This is an optimization exercise on Yosys and OpenROAD, whose aim is small area, not a production implementation. Only simulation tests tie the RTL to the original design; equivalence was not proved. Power and IR drop assume default switching activity.

## flow/design.v (module list and top-level ports; edited modules follow where they fit)
// module SamplePos_RAM: 1121 lines
// module Sine_LUT: 611 lines
// module Sample_Position: 100 lines
// module Adder: 65 lines
// module Ripple_Add: 18 lines
// module Scale_Mult: 27 lines
// module Ring_Mod: 57 lines
// module DAC_I2S: 44 lines
// module Sample_Output: 37 lines
// module ADC_SPI_In: 87 lines
// module addatone: 196 lines
module addatone
	(
		input wire i_Clock,
		input wire reset_n,
		output reg test,
		input wire i_ADC_Data,
		input wire i_ADC_Clock,
		input wire i_ADC_CS,
		input wire i_Mix,
		input wire i_Ring_Mod,
		output wire o_DAC_Data,
		output wire o_DAC_Bit_Clock,
		output wire o_DAC_LR_Clock
	);
  // ...
==> flow/run.sh <==
#!/bin/bash
# synth_recipe.tcl (not shown) runs the flow's synth.tcl, then flattens the netlist and writes it again
# the make line also repeats each setting of config.mk as NAME=value (left out here)
make -C /OpenROAD-flow-scripts/flow DESIGN_CONFIG=/design/flow/config.mk WORK_HOME=/design/flow/orfs CLKGATE_MAP_FILE= SYNTH_SCRIPT=/design/flow/synth_recipe.tcl finish
==> flow/config.mk <==
export PLATFORM = sky130hd
export DESIGN_NAME = addatone
export DESIGN_NICKNAME = addatone
export VERILOG_FILES = /design/flow/design.v
export SDC_FILE = /design/flow/constraint.sdc
export NUM_CORES = 4
export LEC_CHECK = 0
export CAP_MARGIN = 40
export CORE_MARGIN = 2
export CORE_UTILIZATION = 35
export CTS_CLUSTER_DIAMETER = 150
export CTS_CLUSTER_SIZE = 24
export PLACE_DENSITY = 0.5
export SLEW_MARGIN = 40
export SYNTH_MEMORY_MAX_BITS = 65536
==> flow/constraint.sdc <==
create_clock -name core_clock -period 20.0 [get_ports {i_Clock}]
set_input_delay 4.0000 -clock core_clock [delete_from_list [all_inputs] [get_ports {i_Clock}]]
set_output_delay 4.0000 -clock core_clock [all_outputs]
set_load 0.01 [all_outputs]
==> impl_metrics.json, run 1 <==
{
  "final-seq-area_um2": 93300,
  "antenna_found_initial": 21,
  "buffers_excl_clock": 308,
  "slew_headroom": 0.325,
  "synthCells": 12200,
  "cpPeakStageDelay_ns": 0.67,
  "power.density_nw_per_um2": 110,
  "wl_met2_um": 230000,
  "p_leak_nw": 53.6,
  "n_clock_buffer": 241,
  "ant_nets": 0,
  "drive_gt1_frac": 0.0628,
  "syn_area_per_cell_um2": 11.1,
  "inverters": 247,
  "fin_skew_ns": 0.0966,
  "cts_tree": "yes",
  "hpwlAfterDp_um": 363000,
  "path_delay_family": "adder cells",
  "synth_xor_area_frac": 0.00595,
  "port_buffers": 10,
  "yosysWarnings": 14,
  "met1_usage": 0.348,
  "cts-resized-gates": 0,
  "drt_first_pass_iters": 8,
  "hold_viol_final": 0,
  "globalplace.congestion": 0.964,
  "cts.path.max_buffers": 4,
  "clock_sinks": 4578,
  "layout.cells.non_filler": 17300,
  "buffer_area_frac": 0.0176,
  "dominant_cells": "sequential cells",
  "final_area_um2": 149000,
  "cp.arrival_ns": 17.46,
  "switchingPower_w": 0.00435,
  "p_seq_w": 0.00958,
  "status": "timing/DRC/antenna clean",
  "core_area_um2": 385000,
  "cts_buffers": 213,
  "worst_pin_slew_ns": 1.01,
  "diodes": 10,
  "max_cap_violations": 0,
  "rows": 228,
  "top_usage_layer": "met2",
  "final_common_cell": "dfxtp_1",
  "die_y_um": 626
}
==> run 2: changes to the inputs <==
--- a/flow/config.mk
+++ b/flow/config.mk
@@ -7,3 +7,3 @@
 export LEC_CHECK = 0
-export CAP_MARGIN = 40
+export CAP_MARGIN = 30
 export CORE_MARGIN = 2
@@ -13,3 +13,3 @@
 export PLACE_DENSITY = 0.5
-export SLEW_MARGIN = 40
+export SLEW_MARGIN = 30
 export SYNTH_MEMORY_MAX_BITS = 65536
==> run 2 against run 1 <==
Flip-flop and latch count did not move. Clock power about the same. Combinational power barely moved. Critical path type unchanged. Largest power group unchanged.
==> impl_metrics.json, run 2 <==
{
  "status": "timing/DRC/antenna clean",
  "yosysWarnings": 14,
  "wire_per_inst_um": 30.3,
  "grt_pass1_wl_um": 720000,
  "ant_nets": 0,
  "clk_pin_slew_ns": 0.11,
  "start_util": 0.351,
  "core_area_um2": 385000,
  "dr_total_vias": 91700,
  "via_per_inst": 5.31,
  "root_buffer": "clkbuf_16",
  "p_leak_nw": 53.5,
  "drt_first_pass_iters": 8,
  "clkLatencyLatePin_ns": 1.01,
  "ys_types": 86,
  "synthCells": 12200,
  "dieArea_um2": 392000,
  "synthesis.nets": 12500,
  "final_cell_mix": "4409 x dfxtp_1, 1258 x nand2_1, 1164 x nor2_1",
  "ctsHoldBuffers": 0,
  "cp_num_buf_inv": 8,
  "worst-setup-path-type": "reg2reg",
  "grt.overflow.total": 0,
  "layout.cells.non_filler": 17300,
  "nets": 12400,
  "hold_class": "reg2reg",
  "track_usage": 0.260,
  "cp.arrival_ns": 17.48,
  "required_ns": 20.69,
  "globalplace.congestion": 0.964,
  "yosysSeqAreaShare": 0.689,
  "max_freq_ghz": 0.0596,
  "cts-resized-gates": 0,
  "tns_ns": 0,
  "num-fill-cells": 37300,
  "path_delay_family": "adder cells",
  "fin_skew_ns": 0.118,
  "ir_drop_mv": 0.117,
  "worst_pin_slew_ns": 1.17,
  "synth-seq-cells": 4578,
  "antenna_found_initial": 28,
  "critPathCaptureType": "register",
  "cp-start-kind": "register",
  "cts_buffers": 213,
  "cp_max_fo": 39,
  "syn_area_per_cell_um2": 11.1,
  "rsz0062_at_grt": "false",
  "post-cts-setup-buffers": 0,
  "cpPeakStageDelay_ns": 0.77,
  "grt_pass1_vias": 88200,
  "synth-main-ff-cell": "dfxtp_1",
  "pin_count": 11,
  "chipWidth_um": 626,
  "final-max-slew-violation-count": 0,
  "htreeDepth": 4,
  "die_y_um": 626,
  "multi_input_area_um2": 39400,
  "fin_crit_ns": 16.79,
  "drc": 0,
  "synth_common_cells": "4413 x dfxtp_1, 1261 x nand2_1, 1203 x nor2_1",
  "final_common_cell": "dfxtp_1",
  "yosysTopAreaCell": "dfxtp_1",
  "max_cap_violations": 0,
  "slew_headroom": 0.218,
  "power.density_nw_per_um2": 110,
  "port_buffers": 10,
  "synth_most_common_cell": "dfxtp_1",
  "hpwlAfterDp_um": 362000,
  "final-seq-area_um2": 93300,
  "synth_edf_count": 165,
  "drive_gt1_frac": 0.0588,
  "synthArstFlopShare": 0,
  "drtIter0Drc": 10600,
  "setup_viol": 0,
  "grt_max_degree": 135,
  "postRouteWirelength_um": 523000,
  "period_share": 0.840,
  "crit_slowest_cell": "ha_1",
  "synth_area_um2": 135000,
  "clock_sinks": 4578,
  "cts_tree": "yes",
  "netlist_top_cells_area": "dfxtp_1 65%, a21oi_1 4.1%, edfxtp_1 3.7%",
  "cpMostUsedCell": "fa_1",
  "rows": 228,
  "hold_viol_final": 0,
  "yosys.area.top_type_share": 0.652,
  "cts.path.max_buffers": 4,
  "areaGrowthSynthToFinish_pct": 9.50,
  "dp_cells": 17000
}
==> run 2: cell counts after synthesis <==
No cell type changed its count.
==> run 2: power by group <==
group	total, W	switching (W)	internal (W)
clock network	0.00483	0.00284	0.00198
registers	0.00958	0.000127	0.00945
logic	0.00192	0.00137	0.000547
==> run 2: worst paths after layout <==
path / start / to / slack (ns) / cells after the start
max: sample_position.Sample_Position[5] / adder.Partial[19] / 3.21 / 50
min: sample_position.sp_ram.word[225].Slot1[0] / sample_position.sp_ram.word[225].Slot0[0] / 0.27 / 0
max reg2reg: sample_position.Sample_Position[5] / adder.Partial[19] / 3.21 / 50
min reg2reg: sample_position.sp_ram.word[225].Slot1[0] / sample_position.sp_ram.word[225].Slot0[0] / 0.27 / 0
==> run 2: final cells by class <==
class | instances | share of cell area
Multi-Input combinational cell | 6722 | 0.265
Tap cell | 5175 | 0.0437
Clock buffer | 239 | 0.0372
Clock inverter | 12 | 0.00148
Inverter | 247 | 0.00630
Timing Repair Buffer | 298 | 0.0164
Antenna cell | 10 | 0.000169
Sequential cell | 4578 | 0.629
==> run 2: stage by stage <==
stage                     total power (W)  setup slack, ns  utilization  cell area (µm²)  hold slack (ns)
after global routing               0.0169             2.34        0.385           148000            0.298
final                              0.0163             3.21        0.385           148000            0.270
after CTS                          0.0164             3.01        0.384           148000            0.274
after floorplan                    0.0109             4.83            -           135000            0.310
after detailed placement           0.0117             2.95        0.370           142000            0.312
after global placement             0.0118             2.75        0.369           142000            0.310
==> run 2: logic make-up after synthesis <==
group,after synthesis,synth area share
adders and majority gates,311,0.0386
muxes,58,0.00508
xor gates and xnor gates,92,0.00595
DFF,4578,0.689
AOI/OAI and AO/OA,2762,0.123
and+or+nand+nor,3499,0.112
buffers and inverters,918,0.0257
==> run 2: per-layer routing <==
layer	up-vias	share of wire	global-route usage
met1	45600	0.43	0.347
met4	8	0.066	0.146
met2	3880	0.44	0.400
met5	-	0.00010	0
met3	989	0.069	0.0429
li1	41300	-	-
==> run 2: worst register-to-register path, delay by kind of cell, from the launching register on <==
| kind | cells | cell delay [ns] |
|---|---|---|
| buf+inv | 8 | 1.42 |
| compound gates | 4 | 0.93 |
| xor+xnor | 5 | 0.75 |
| simple gates | 4 | 0.94 |
| flops | 1 | 0.34 |
| fa+ha+maj | 28 | 11.77 |
| mux | 1 | 0.47 |
==> run 3: changes to the inputs <==
--- a/flow/config.mk
+++ b/flow/config.mk
@@ -7,3 +7,3 @@
 export LEC_CHECK = 0
-export CAP_MARGIN = 30
+export CAP_MARGIN = 25
 export CORE_MARGIN = 2
@@ -13,3 +13,3 @@
 export PLACE_DENSITY = 0.5
-export SLEW_MARGIN = 30
+export SLEW_MARGIN = 25
 export SYNTH_MEMORY_MAX_BITS = 65536
==> run 3 against run 2 <==
Critical path depth unchanged. Critical path type unchanged. Still clean. Synthesized cell count unchanged. Clock-buffer cell count increased by 1. Clock power about the same. Sequential power about the same. Final area decreased by 0.10%. Die area unchanged.
==> impl_metrics.json, run 3 <==
{
  "htreeDepth": 4,
  "grt_pass1_vias": 87900,
  "start_util": 0.351,
  "dp_cells": 17000,
  "rows": 228,
  "yosysWarnings": 14,
  "postRouteWirelength_um": 524000,
  "final_cell_mix": "4409 x dfxtp_1, 1259 x nand2_1, 1170 x nor2_1",
  "multi_input_area_um2": 39300,
  "areaGrowthSynthToFinish_pct": 9.38,
  "cp-start-kind": "register",
  "setup_viol": 0,
  "ir_drop_mv": 0.0900,
  "yosysTopAreaCell": "dfxtp_1",
  "max_freq_ghz": 0.0597,
  "cts_tree": "yes",
  "p_leak_nw": 53.4,
  "grt.overflow.total": 0,
  "power.density_nw_per_um2": 110,
  "synthCells": 12200,
  "final_common_cell": "dfxtp_1",
  "root_buffer": "clkbuf_16",
  "layout.cells.non_filler": 17300,
  "met1_usage": 0.346,
  "via_per_inst": 5.31,
  "nets": 12400,
  "synthArstFlopShare": 0,
  "yosysSeqAreaShare": 0.689,
  "clock_sinks": 4578,
  "gr-usage-met3": 0.0461,
  "cts.path.max_buffers": 4,
  "hpwlAfterDp_um": 362000,
  "ctsHoldBuffers": 0,
  "slew_headroom": 0.200,
  "synth_area_um2": 135000,
  "use_met2": 0.402,
  "status": "timing/DRC/antenna clean",
  "globalplace.congestion": 0.964,
  "chipWidth_um": 626,
  "crit_slowest_cell": "ha_1",
  "post-cts-setup-buffers": 0,
  "synth_edf_count": 165,
  "ys_types": 86,
  "pin_count": 11,
  "ant_nets": 0,
  "track_usage": 0.260,
  "cpPeakStageDelay_ns": 0.77,
  "dr_total_vias": 91700,
  "port_buffers": 10,
  "tns_ns": 0,
  "drive_gt1_frac": 0.0569,
  "synth-main-ff-cell": "dfxtp_1",
  "die_y_um": 626,
  "period_share": 0.838,
  "clkLatencyLatePin_ns": 1.01,
  "cts_buffers": 214,
  "core_area_um2": 385000,
  "hold_viol_final": 0,
  "cts-resized-gates": 0,
  "worst-setup-path-type": "reg2reg",
  "drc": 0,
  "final-seq-area_um2": 93300,
  "netlist_top_cells_area": "dfxtp_1 65%, a21oi_1 4.1%, edfxtp_1 3.7%",
  "top_usage_layer": "met2",
  "drt_first_pass_iters": 9,
  "dieArea_um2": 392000,
  "max_cap_violations": 0,
  "fin_crit_ns": 16.76,
  "synth_most_common_cell": "dfxtp_1",
  "critPathCaptureType": "register",
  "grt_pass1_wl_um": 720000,
  "rsz0062_at_grt": "false",
  "clk_pin_slew_ns": 0.10,
  "grt_max_degree": 135,
  "fin_skew_ns": 0.102,
  "synth-seq-cells": 4578,
  "synth_common_cells": "4413 x dfxtp_1, 1261 x nand2_1, 1203 x nor2_1",
  "final-max-slew-violation-count": 0,
  "antenna_found_initial": 29,
  "cpMostUsedCell": "fa_1",
  "synthesis.nets": 12500,
  "wire_per_inst_um": 30.3,
  "cp_max_fo": 39,
  "required_ns": 20.71,
  "worst_pin_slew_ns": 1.20,
  "cp.arrival_ns": 17.46,
  "yosys.area.top_type_share": 0.652,
  "drtIter0Drc": 10100,
  "syn_area_per_cell_um2": 11.1,
  "hold_class": "reg2reg",
  "num-fill-cells": 37200
}
## run 3: worst max-delay path, delay by kind of cell (launching register included)
| kind | cells | cell delay (ns) |
|---|---|---|
| buf+inv | 8 | 1.36 |
| mux | 1 | 0.47 |
| flops | 1 | 0.34 |
| compound gates | 4 | 0.92 |
| fa+ha+maj | 28 | 11.72 |
| xor+xnor | 5 | 0.74 |
| simple gates | 4 | 0.92 |
## run 3: cells by family (layout without fill, tap and decap cells)
family / Yosys count / count (layout) / share of synthesized area
compound gates: 2762 / 2762 / 0.123
xor+xnor: 92 / 92 / 0.00595
flops: 4578 / 4578 / 0.689
simple gates: 3499 / 3499 / 0.112
mux: 58 / 58 / 0.00508
buf+inv: 918 / 787 / 0.0257
fa+ha+maj: 311 / 311 / 0.0386
other cells: 0 / 8 / 0
## run 3: layout make-up
class	instances	area share
Antenna cell	8	0.000135
Inverter	247	0.00631
Timing Repair Buffer	289	0.0160
Clock inverter	11	0.00124
Clock buffer	240	0.0372
Sequential cell	4578	0.630
Tap cell	5175	0.0437
Multi-Input combinational cell	6722	0.265
## run 3: metrics by stage
stage          instance area [µm²]  setup slack (ns)  total power [W]  hold WS, ns  utilization
2_1_floorplan               135000              4.83           0.0109        0.310            -
3_3_place_gp                142000              2.75           0.0118        0.310        0.369
3_5_place_dp                142000              2.94           0.0117        0.312        0.369
4_1_cts                     148000              3.01           0.0164        0.286        0.384
5_1_grt                     148000              2.34           0.0169        0.293        0.384
6_report                    148000              3.24           0.0163        0.263        0.384
## run 3: worst paths after layout
check                                                                 end                                      start  depth (start not counted)  slack, ns
worst max register to register                          adder.Partial[19]         sample_position.Sample_Position[5]                         50       3.24
worst max-delay path                                    adder.Partial[19]         sample_position.Sample_Position[5]                         50       3.24
worst min register to register  sample_position.sp_ram.word[111].Slot2[3]  sample_position.sp_ram.word[111].Slot3[3]                          0       0.26
worst min-delay path            sample_position.sp_ram.word[111].Slot2[3]  sample_position.sp_ram.word[111].Slot3[3]                          0       0.26
## run 3: where the power goes
group	internal (W)	leakage (nW)	switching (W)
logic	0.000547	12.5	0.00137
registers	0.00945	38.2	0.000128
clock network	0.00197	2.79	0.00285
## run 3: routing by layer
layer	wire, µm	up-vias
li1	-	41300
met5	84	-
met1	224000	45700
met4	33300	14
met3	37500	970
met2	229000	3747
==> run 4: changes to the inputs <==
--- a/flow/config.mk
+++ b/flow/config.mk
@@ -7,3 +7,3 @@
 export LEC_CHECK = 0
-export CAP_MARGIN = 25
+export CAP_MARGIN = 30
 export CORE_MARGIN = 2
@@ -11,5 +11,5 @@
 export CTS_CLUSTER_DIAMETER = 150
-export CTS_CLUSTER_SIZE = 24
+export CTS_CLUSTER_SIZE = 26
 export PLACE_DENSITY = 0.5
-export SLEW_MARGIN = 25
+export SLEW_MARGIN = 30
 export SYNTH_MEMORY_MAX_BITS = 65536
==> run 4 against run 3 <==
Via count up 0.16%. Final area is 0.18% lower. Global-route usage barely moved. Total power decreased by 0.93%. First-iteration DRC count rose by 5.8%. Critical path depth did not move. Synthesized cell count unchanged. Critical endpoint unchanged. Largest cell class unchanged.
==> impl_metrics.json, run 4 <==
{
  "synth_common_cells": "4413 x dfxtp_1, 1261 x nand2_1, 1203 x nor2_1",
  "hpwlAfterDp_um": 362000,
  "placed_area_um2": 142000,
  "tns_ns": 0,
  "final_common_cell": "dfxtp_1",
  "cp.arrival_ns": 17.57,
  "netlist_top_cells_area": "dfxtp_1 65%, a21oi_1 4.1%, edfxtp_1 3.7%",
  "drc": 0,
  "yosysTopAreaCell": "dfxtp_1",
  "p_leak_nw": 53.3,
  "yosysSeqAreaShare": 0.689,
  "final-max-slew-violation-count": 0,
  "grt_max_degree": 135,
  "core_area_um2": 385000,
  "drtIter0Drc": 10700,
  "final_area_um2": 148000,
  "rows": 228,
  "clk_pin_slew_ns": 0.12,
  "fin_crit_ns": 16.88,
  "port_buffers": 10,
  "worstRegToRegCells": 50,
  "postRouteWirelength_um": 523000,
  "antenna_found_initial": 31,
  "synth_most_common_cell": "dfxtp_1",
  "drive_gt1_frac": 0.0575,
  "dr_total_vias": 91800,
  "num-fill-cells": 37300,
  "yosys.area.top_type_share": 0.652,
  "worstHoldPathCells": 0,
  "hold_class": "reg2reg",
  "fin_skew_ns": 0.110,
  "cpPeakStageDelay_ns": 0.76,
  "syn_area_per_cell_um2": 11.1,
  "post-cts-setup-buffers": 0,
  "cts_tree": "yes",
  "synthArstFlopShare": 0,
  "htreeDepth": 4,
  "chipWidth_um": 626,
  "worst-setup-path-type": "reg2reg",
  "worst_pin_slew_ns": 1.19,
  "critical_path_depth": 50,
  "synth_edf_count": 165,
  "globalplace.congestion": 0.964,
  "rsz0062_at_grt": "false",
  "cts.path.max_buffers": 4,
  "status": "timing/DRC/antenna clean",
  "ant_nets": 0,
  "yosysWarnings": 14,
  "final_cell_mix": "4409 x dfxtp_1, 1258 x nand2_1, 1163 x nor2_1",
  "synth-main-ff-cell": "dfxtp_1",
  "cpMostUsedCell": "fa_1",
  "clock_sinks": 4578,
  "pin_count": 11,
  "synthCells": 12200,
  "ys_types": 86,
  "cts-resized-gates": 0,
  "clkLatencyLatePin_ns": 1.01,
  "cp_num_buf_inv": 8,
  "setup_viol": 0,
  "synth-seq-cells": 4578,
  "start_util": 0.351,
  "cts_buffers": 199,
  "die_y_um": 626,
  "dieArea_um2": 392000,
  "cp_max_fo": 39,
  "hold_viol_final": 0,
  "synthesis.nets": 12500,
  "critPathCaptureType": "register",
  "track_usage": 0.260,
  "synth_area_um2": 135000,
  "max_freq_ghz": 0.0592,
  "wire_per_inst_um": 30.3,
  "ctsHoldBuffers": 0,
  "cp-start-kind": "register",
  "ir_drop_mv": 0.109,
  "period_share": 0.844,
  "required_ns": 20.69,
  "drt_first_pass_iters": 7,
  "power.density_nw_per_um2": 109,
  "root_buffer": "clkbuf_16",
  "crit_slowest_cell": "ha_1",
  "grt_pass1_vias": 88000,
  "slew_headroom": 0.204,
  "areaGrowthSynthToFinish_pct": 9.19,
  "via_per_inst": 5.32,
  "nets": 12400,
  "grt_pass1_wl_um": 720000,
  "max_cap_violations": 0,
  "grt.overflow.total": 0,
  "path_delay_family": "adder cells"
}
[run 4: cell type report]
class | count | area [µm²] | area share
multi-input cells | 6722 | 39400 | 0.266
clock inverters | 11 | 179 | 0.00121
flip-flops and latches | 4578 | 93300 | 0.631
inverters | 247 | 935 | 0.00632
well taps | 5175 | 6470 | 0.0438
clock buffers | 224 | 5160 | 0.0349
diodes | 8 | 20.0 | 0.000135
repair buffers | 296 | 2420 | 0.0164
[run 4: where the power goes]
group / internal, W / switching (W)
registers: 0.00945 / 0.000127
logic: 0.000548 / 0.00138
clock network: 0.00185 / 0.00282
[run 4: metal layers]
metal	track usage	share of wire
met1	0.347	0.43
met2	0.402	0.44
met3	0.0425	0.069
met4	0.141	0.064
met5	0	0.00016
[run 4: logic make-up (layout without fill, tap and decap cells)]
group | count (synthesis) | count (layout) | share of synthesized area
DFF | 4578 | 4578 | 0.689
and+or+nand+nor | 3499 | 3499 | 0.112
AOI/OAI and AO/OA | 2762 | 2762 | 0.123
buffers and inverters | 918 | 778 | 0.0257
adders and majority gates | 311 | 311 | 0.0386
xor gates and xnor gates | 92 | 92 | 0.00595
muxes | 58 | 58 | 0.00508
other | 0 | 8 | 0
[run 4: final timing paths]
| path | end | slack, ns | startpoint |
|---|---|---|---|
| worst max-delay path | adder.Partial[19] | 3.12 | sample_position.Sample_Position[5] |
| worst min-delay path | sample_position.sp_ram.word[252].Slot0[0] | 0.27 | sample_position.sp_ram.word[252].Slot1[0] |
| worst max register to register | adder.Partial[19] | 3.12 | sample_position.Sample_Position[5] |
| worst min register to register | sample_position.sp_ram.word[252].Slot0[0] | 0.27 | sample_position.sp_ram.word[252].Slot1[0] |
[run 4: worst register-to-register path, delay by kind of cell, from the launching register on]
kind	cells	cell delay (ns)
adders and majority gates	28	11.81
buffers and inverters	8	1.40
AOI/OAI and AO/OA	4	0.96
and+or+nand+nor	4	0.94
xor gates and xnor gates	5	0.75
muxes	1	0.47
DFF	1	0.35
[run 4: through the flow]
stage / utilization / hold WS, ns / std cells / power (W) / setup slack (ns)
after global placement: 0.369 / 0.310 / 17000 / 0.0118 / 2.75
after floorplan: - / 0.310 / 12200 / 0.0109 / 4.83
final: 0.384 / 0.265 / 17300 / 0.0162 / 3.12
after detailed placement: 0.370 / 0.312 / 17000 / 0.0117 / 2.95
after CTS: 0.383 / 0.277 / 17300 / 0.0163 / 2.97
after global routing: 0.384 / 0.275 / 17300 / 0.0168 / 2.30

-- separate check: timing with driven ports --
Ports are ideal in the flow. The routed layouts listed here were re-timed in OpenROAD.
Step 1: set_driving_cell puts a clkbuf_16 on i_Clock and a buf_2 on each other input, an assumption about the parent block.
Step 2 also shifts input and output timing later by t, the mid clock arrival at the registers, as if the neighbouring blocks saw the same clock.
Three values: ideal ports, drivers, drivers and shift; two values: the first two.
| run | shift t [ns] | slack for setup (ns) | slew at the worst register clock pin (ns) |
|---|---|---|---|
| run 1 | 1.053 | 3.237 / 3.237 / 3.237 | 0.11 / 0.11 |
| run 2 | 1.064 | 3.209 / 3.209 / 3.209 | 0.11 / 0.11 |
| run 3 | 1.069 | 3.242 / 3.242 / 3.242 | 0.11 / 0.11 |
| run 4 | 1.062 | 3.120 / 3.120 / 3.120 | 0.12 / 0.12 |
After both steps setup and hold are still met in every run listed.
